This design comes from an exercise in tuning for small area and a short achievable clock period on the open sky130 flow, not from production work.
RTL that was checked went through simulation tests only; none was proved equivalent to the original.
No activity file was given, so power comes from the tool's default toggle rates.

Design iitb_proc, start of the top module:
module iitb_proc (clk, reset, i_mem_addr, i_mem_data, reg1, reg2, reg3, reg4, reg5, reg6, reg7);
Size: about 4800 cells after synthesis, ~1400 flip-flops, roughly 150 I/O pins, roughly 0.060 mm^2 of cells after synthesis.
clock: 10.0 ns
lec_check: 0
abc_clock_period_in_ps: 3500
cap_margin: 20
core_margin: 2
core_utilization: 30
cts_cluster_diameter: 80
cts_cluster_size: 20
place_density: 0.4
slew_margin: 20
standard.sh (not shown) runs the stock make flow with config.mk's settings and CLKGATE_MAP_FILE= SYNTH_SCRIPT=/design/flow/synth_recipe.tcl, a recipe that flattens the netlist after the stock synthesis.
==> flow/flow/run.sh <==
#!/bin/bash
# Layout flow: the standard ORFS flow (standard synthesis unchanged), with
# timing repair aimed below the 10 ns period so that the achieved period is short,
# clock tree synthesis without dummy loads, and plain buffers on the ports.
set -euo pipefail
cd "$(dirname "$0")/.."
bash standard.sh SETUP_SLACK_MARGIN=6.9 \
  "CTS_ARGS=-sink_clustering_enable -repair_clock_nets -sink_clustering_size 20 -sink_clustering_max_diameter 80 -dont_use_dummy_load" \
  "BUFFER_PORTS_ARGS=-buffer_cell sky130_fd_sc_hd__buf_2" \
  finish > flow_orfs.log 2>&1
Edit:
--- a/flow/flow/run.sh
+++ b/flow/flow/run.sh
@@ -6,3 +6,3 @@
 cd "$(dirname "$0")/.."
-bash standard.sh SETUP_SLACK_MARGIN=6.9 \
+bash standard.sh SETUP_SLACK_MARGIN=6.5 \
   "CTS_ARGS=-sink_clustering_enable -repair_clock_nets -sink_clustering_size 20 -sink_clustering_max_diameter 80 -dont_use_dummy_load" \
Core utilization drops by 1.6 points. Combinational power drops by 7.1%. Via count drops by 2.3%. Register-to-register slack gets worse by 0.19 ns. Synthesized area stays the same. Wire length drops by 1.1%. Setup slack gets worse by 0.14 ns. Total power drops by 2.2%. Final area drops by 4.6%.
No run of this note included a check of the RTL's function; only the layout flow was run.


== run A ==
Another version of the RTL of iitb_proc (not shown whole).
For scale: roughly 4,800 cells after synthesis, about 1,400 flip-flops, ~150 I/O pins, about 0.060 mm^2 of cells after synthesis.
==> flow/design.v (excerpt) <==
module iitb_proc (clk, reset, i_mem_addr, i_mem_data, reg1, reg2, reg3, reg4, reg5, reg6, reg7);
input clk, reset;
output [15:0] i_mem_addr;
input [15:0] i_mem_data;
output [15:0] reg1, reg2, reg3, reg4, reg5, reg6, reg7;
reg         first;               
reg  [15:0] irf, pc_f;           
reg         irf_hold, irf_rab;   
reg  [4:0]  d_op;                
reg  [2:0]  d_ra, d_rc;
reg  [8:0]  d_imm;               
reg         d_cimm;
reg  [15:0] pc_d;
reg  [15:0] rA_q, rB_q;
reg         ra_is0, rb_is0;
reg  [4:0]  e_op;                
reg  [2:0]  e_rc;
reg         e_alu, e_compl;
reg  [15:0] out_d1, out_d2, brj;    
reg         e_t0, e_t1;              
reg         sig1_q, sig2_q;
reg  [15:0] frm_q;
reg  [15:0] alu_q;               
reg  [7:0]  m_ehi, m_elo, m_ohi, m_olo;    
reg         m_a0;
reg         m_wr, m_wb, m_alu;
reg         m_selo, m_sele, m_sela;    
reg  [2:0]  m_rc;
reg         fc, fz;
reg  [1:0]  wbdis;
reg  [15:0] rd_data;             
reg         w_wb, w_alu;
reg  [2:0]  w_rc;
reg  [15:0] R0;
reg  [15:0] R1, R2, R3, R4, R5, R6, R7;
assign i_mem_addr = R0;
assign reg1 = R1; assign reg2 = R2; assign reg3 = R3; assign reg4 = R4;
assign reg5 = R5; assign reg6 = R6; assign reg7 = R7;
always @(posedge clk or posedge reset)
	if (reset) begin
		first <= 1'b1;
		irf <= 16'd0;
		irf_hold <= 1'b0;
		irf_rab <= 1'b0;
	end else begin
		first <= 1'b0;
		irf <= first ? 16'd0 : i_mem_data;
		irf_hold <= !first && (i_mem_data[15:12] == 4'b0010) && (i_mem_data[1:0] == 2'b11);
		irf_rab <= !first && ((i_mem_data[15:12] == 4'b0011) || (i_mem_data[15:12] == 4'b0100));
	end
always @(posedge clk)
	pc_f <= R0;
wire [3:0] opc = irf[15:12];
wire [2:0] fn = irf[2:0];
wire d_hold = irf_hold;
reg  [4:0] dn_op;
reg  [2:0] dn_ra, dn_rc;
reg        dn_cimm;
always @(*) begin
	dn_op = 5'd0;
	dn_ra = irf[11:9];
	dn_rc = irf[11:9];
	dn_cimm = 1'b0;
	case (opc)
	4'b0000: begin dn_op = 5'd0; dn_rc = irf[8:6]; dn_cimm = 1'b1; end
	4'b0001: begin
		dn_rc = irf[5:3];
		case (fn)
		3'b000: dn_op = 5'd1;
		3'b010: dn_op = 5'd2;
		3'b001: dn_op = 5'd3;
		3'b011: dn_op = 5'd4;
		3'b100: dn_op = 5'd5;
		3'b110: dn_op = 5'd6;
		3'b101: dn_op = 5'd7;
		default: dn_op = 5'd8;
		endcase
	end
	4'b0010: begin
		dn_rc = irf[5:3];
		case (fn)
		3'b000: dn_op = 5'd9;
		3'b010: dn_op = 5'd10;
  ...
Settings: LEC_CHECK=0, ABC_CLOCK_PERIOD_IN_PS=3500, CAP_MARGIN=20, CORE_MARGIN=2, CORE_UTILIZATION=52, CTS_CLUSTER_DIAMETER=80, CTS_CLUSTER_SIZE=20, PLACE_DENSITY=0.62, SLEW_MARGIN=20; clock period 10.0 ns.
==> flow/flow/run.sh <==
#!/bin/bash
# Layout flow: the standard ORFS flow (standard synthesis unchanged), with
# timing repair aimed below the 10 ns period so that the achieved period is short,
# clock tree synthesis without dummy loads, and plain buffers on the ports.
set -euo pipefail
cd "$(dirname "$0")/.."
bash standard.sh SETUP_SLACK_MARGIN=6.7 \
  "CTS_ARGS=-sink_clustering_enable -repair_clock_nets -sink_clustering_size 20 -sink_clustering_max_diameter 80 -dont_use_dummy_load" \
  "BUFFER_PORTS_ARGS=-buffer_cell sky130_fd_sc_hd__buf_2" \
  finish > flow_orfs.log 2>&1
Inputs modified between run A and run B:
Settings: PLACE_DENSITY: 0.62 -> 0.55; CORE_UTILIZATION: 52 -> 45.
diff --git a/flow/flow/run.sh b/flow/flow/run.sh
--- a/flow/flow/run.sh
+++ b/flow/flow/run.sh
@@ -7 +7 @@
-bash standard.sh SETUP_SLACK_MARGIN=6.7 \
+bash standard.sh SETUP_SLACK_MARGIN=6.9 \
Notes after the runs:
The standard cells in run B occupy more silicon area than those in run A do.
Taking run B as 1.0, run A lands at 0.815 on fill cell total of the finished layout.
Of run B and run A, the lower utilization of the core after routing belongs to run B.
diff inputs: run B => run C
Settings: PLACE_DENSITY changed from 0.55 to 0.5; CORE_UTILIZATION changed from 45 to 40.
diff --git a/flow/flow/run.sh b/flow/flow/run.sh
--- a/flow/flow/run.sh
+++ b/flow/flow/run.sh
@@ -7 +7 @@
-bash standard.sh SETUP_SLACK_MARGIN=6.9 \
+bash standard.sh SETUP_SLACK_MARGIN=6.7 \
[summary]
Of the two values seen for start point of the critical path, e_t1 was produced by run C and R0[0] by run B.
Of run C and run B, the run reporting the higher clock buffer count from CTS was run C.
[compare] base=run B new=run C: count of buffers added by post-CTS timing repair for setup dropped 57%; setup slack climbed 55 ps.
met4 as the highest metal layer with signal wires was reported by run C, and met5 by run B.
Sum of internal, switching and leakage power delta (run C -> run B): insignificant
The final reports for run C and run B show number of fill cells in the layout higher in the former.
--- input diff run C..run D ---
Settings: swapping 0.5 for 0.55 in PLACE_DENSITY; swapping 40 for 45 in CORE_UTILIZATION.
diff --git a/flow/flow/run.sh b/flow/flow/run.sh
--- a/flow/flow/run.sh
+++ b/flow/flow/run.sh
@@ -8 +8 @@
-  "CTS_ARGS=-sink_clustering_enable -repair_clock_nets -sink_clustering_size 20 -sink_clustering_max_diameter 80 -dont_use_dummy_load" \
+  "CTS_ARGS=-sink_clustering_enable -repair_clock_nets -sink_clustering_size 24 -sink_clustering_max_diameter 70 -dont_use_dummy_load" \
Findings:
When run D is set beside run C, its cell row count turns out to be 8 smaller.
Clock share of power: run D < run C
Run D vs run C, critical path launch point: R0[0] vs e_t1
Run D vs run C: met3 routed wirelength up by more than 10%
NOTE number of well-tap cells placed run C->run D decreased by more than 10%

-- afterwards: timing with drivers on the ports --
In the flow no input, the clock included, has a driving cell. The finished layouts below were timed again as built, in two steps.
Step 1, drivers: a clkbuf_16 drives clk and a buf_2 each remaining input, both assumed.
Step 2 adds t to the input delays and takes it off the output delays; t is the mean of the earliest and latest rising clock arrival at the registers after step 1. Input paths then give back, and output paths get back, about the clock's delay inside the block.
Three values: ideal, step 1, step 2; two values: the first two.
| run | t, ns | setup WS [ns] | slew at the worst register clock pin (ns) |
|---|---|---|---|
| the first run of note 1 | 0.794 | 6.694 / 6.613 / 6.379 | 0.09 / 0.09 |
| the second run of note 1 | 0.784 | 6.552 / 6.465 / 6.461 | 0.09 / 0.09 |
| run A | 0.734 | 6.682 / 6.606 / 6.427 | 0.09 / 0.09 |
| run B | 0.758 | 6.622 / 6.543 / 6.481 | 0.09 / 0.09 |
| run C | 0.772 | 6.676 / 6.630 / 6.374 | 0.09 / 0.09 |
| run D | 0.768 | 6.607 / 6.531 / 6.375 | 0.10 / 0.10 |
After both steps setup and hold are still met in every run listed. The setup slack of the first run of note 1, which loses most, moves by -0.081 ns with the drivers and by -0.315 ns with both steps.
